Background: an optimization exercise with open tools, aiming at small area, a short achievable clock period and few clock cycles per item. Do not read the settings as production practice.
Only simulation tests tie the RTL to the original design; equivalence was not proved.

== try-maple ==
==> flow/design.v (excerpt) <==
module snitch_shared_muldiv #(
  parameter int unsigned IdWidth = 8,
  parameter int unsigned DataWidth = 32
) (
  input  logic                 clk_i,
  input  logic                 rst_ni,
  input  logic [31:0]          acc_qaddr_i,   
  input  logic [IdWidth-1:0]   acc_qid_i,
  input  logic [31:0]          acc_qdata_op_i,   
  input  logic [DataWidth-1:0] acc_qdata_arga_i,
  input  logic [DataWidth-1:0] acc_qdata_argb_i,
  input  logic [DataWidth-1:0] acc_qdata_argc_i,
  input  logic                 acc_qvalid_i,
  output logic                 acc_qready_o,
  output logic [DataWidth-1:0] acc_pdata_o,
  output logic [IdWidth-1:0]   acc_pid_o,
  output logic                 acc_perror_o,
  output logic                 acc_pvalid_o,
  input  logic                 acc_pready_i
);
  logic st_nega_q, st_norm_q, st_shift_q, st_dstep_q, st_mstep_q, st_fix_q, st_done_q;
  logic        ovalid_q;
  logic [31:0] odata_q;
  logic [IdWidth-1:0] oid_q;
  logic        out_free;
  assign out_free = ~ovalid_q | acc_pready_i;
  logic idle;
  assign idle = ~(st_nega_q | st_norm_q | st_shift_q | st_dstep_q | st_mstep_q |
                  st_fix_q | (st_done_q & ~out_free));
  logic [2:0] f3;
  assign f3 = acc_qdata_op_i[14:12];
  ...
For scale: ~180 flip-flops, roughly 220 I/O pins, about 19000 sq um of cells after synthesis.
Settings: LEC_CHECK=0, CAP_MARGIN=20, CORE_MARGIN=2, CORE_UTILIZATION=40, SETUP_SLACK_MARGIN=5, SLEW_MARGIN=20; clock period 11.0 ns.
run.sh (not shown) runs the stock make flow with config.mk's settings and CLKGATE_MAP_FILE= SYNTH_SCRIPT=/design/flow/synth_recipe.tcl, a recipe that flattens the netlist after the stock synthesis.
Looking at the reports, try-maple completed the entire flow and the layout it produced met the timing, DRC and antenna checks.
Testbench counts of try-maple, summed over its fixed seeds: cycles 60,134, ops 8,000.
Edits applied to the flow inputs when going from try-maple to try-tundra:
==> flow/flow/run.sh (new file) <==
#!/bin/bash
set -e
sed 's/SETUP_SLACK_MARGIN=[0-9.]*/SETUP_SLACK_MARGIN=5.5/' standard.sh > standard_m.sh
bash standard_m.sh > standard.log 2>&1
==> flow/standard.sh (new file) <==
#!/bin/bash
# synth_recipe.tcl (not shown) runs the flow's synth.tcl, then flattens the netlist and writes it again
# the make line also repeats each setting of config.mk as NAME=value (left out here)
make -C /OpenROAD-flow-scripts/flow DESIGN_CONFIG=/design/flow/config.mk WORK_HOME=/design/flow/orfs CLKGATE_MAP_FILE= SYNTH_SCRIPT=/design/flow/synth_recipe.tcl "${@:-finish}"
--- a/flow/config.mk
+++ b/flow/config.mk
@@ -7,2 +7,3 @@
 export LEC_CHECK = 0
+export ABC_AREA = 1
 export CAP_MARGIN = 20
removed: flow/run.sh
==> comparison <==
Taking try-maple as the reference, in try-tundra XOR/XNOR share of the synthesized area now sits higher, length of routed met2 wiring went up. Going from try-maple to try-tundra, highest clock rate went up, post-detailed-route via-to-cell ratio fell by about 8%, cell area picked up an extra 820 sq um, slack of the critical path saw an increase, core utilization grew by 3.0 points. The number of max-capacitance violations reported was comparable across try-maple and try-tundra. try-tundra does better than try-maple on area after synthesis.
Input-level comparison between try-indigo and try-tundra:
==> flow/run.sh (new file) <==
#!/bin/bash
# synth_recipe.tcl (not shown) runs the flow's synth.tcl, then flattens the netlist and writes it again
# the make line also repeats each setting of config.mk as NAME=value (left out here)
make -C /OpenROAD-flow-scripts/flow DESIGN_CONFIG=/design/flow/config.mk WORK_HOME=/design/flow/orfs CLKGATE_MAP_FILE= SYNTH_SCRIPT=/design/flow/synth_recipe.tcl finish
--- a/flow/config.mk
+++ b/flow/config.mk
@@ -11,3 +11,3 @@
 export CORE_UTILIZATION = 40
-export SETUP_SLACK_MARGIN = 5
+export SETUP_SLACK_MARGIN = 4.5
 export SLEW_MARGIN = 20
removed: flow/flow/run.sh
removed: flow/standard.sh
Notes after the runs:
- Delta (try-indigo minus try-tundra): fraction of the core area covered by cells at the end of the flow fell 2.8 points, routed length on met1 saw a decrease.
- Looking at worst setup path startpoint, the div_q$_DFFE_PP_ result is from try-indigo; the acc_pready_i one comes from try-tundra.
- The sequential standard cell area number comes out higher for try-tundra vs try-indigo.
- try-indigo vs try-tundra, cell type of the slowest stage on the worst timing path: sky130_fd_sc_hd__edfxtp_1 vs sky130_fd_sc_hd__clkdlybuf4s50_1
- On gate count after technology mapping, try-indigo and try-tundra are neck and neck.
- Re final cell count without fillers: try-indigo and try-tundra aren't equal, and the lower value belongs to try-indigo.
- Compared try-tundra against try-indigo; hold slack within noise.
- The lower portion of the clock cycle consumed by the worst path in the final layout of try-indigo and try-tundra is in try-tundra.
### try-indigo -> try-harbor
--- a/flow/config.mk
+++ b/flow/config.mk
@@ -10,4 +10,4 @@
 export CORE_MARGIN = 2
-export CORE_UTILIZATION = 40
-export SETUP_SLACK_MARGIN = 4.5
+export CORE_UTILIZATION = 55
+export SETUP_SLACK_MARGIN = 5
 export SLEW_MARGIN = 20
try-indigo: flow completed, timing, DRC and antenna clean
try-harbor: PASS, flow complete, no timing, DRC or antenna violations
try-harbor against try-indigo: number of inserted filler cells in the final layout decreased 36%, met1 routed wirelength after detailed routing decreased 5200 microns, register area essentially unchanged, critical path depth decreased 30.
The run showing the smaller area overhead of the layout relative to synthesis is try-harbor.
On fraction of layout instances using a drive strength above 1: between try-indigo and try-harbor, it ends up higher for try-harbor.
Between try-indigo and try-harbor, the delay of the slowest cell on the worst path is lower for try-indigo.
Utilization try-indigo -> try-harbor: up
Any difference in final worst slack between try-harbor and try-indigo is small enough to ignore.
try-harbor ends up with a wire length that is 5.0% lower than in try-indigo.

==> static timing again, ports no longer ideal <==
The flow's constraints put no driver on any port. The routed layouts listed below were extracted and timed again, unchanged, in two steps. Step 1 assumes that a clkbuf_16 drives the clock port and a buf_2 every other input. Step 2, shift: input delay + t, output delay - t, t = (earliest + latest rising clock arrival at the registers) / 2. This alone moves slack from input paths to output paths. Three values: ideal ports, drivers, drivers and shift; two values: the first two.
| run | shift t [ns] | setup slack, ns | worst register clock-pin slew, ns |
|---|---|---|---|
| try-maple | 0.532 | 5.095 / 5.071 / 5.071 | 0.09 / 0.09 |
| try-tundra | 0.555 | 5.587 / 5.560 / 5.358 | 0.08 / 0.08 |
| try-indigo | 0.562 | 5.108 / 5.108 / 5.108 | 0.10 / 0.10 |
| try-harbor | 0.530 | 5.106 / 5.106 / 5.106 | 0.09 / 0.09 |
After both steps every run listed still meets setup and hold. The setup slack of try-tundra, which loses most, moves by -0.027 ns with the drivers and by -0.229 ns with both steps.
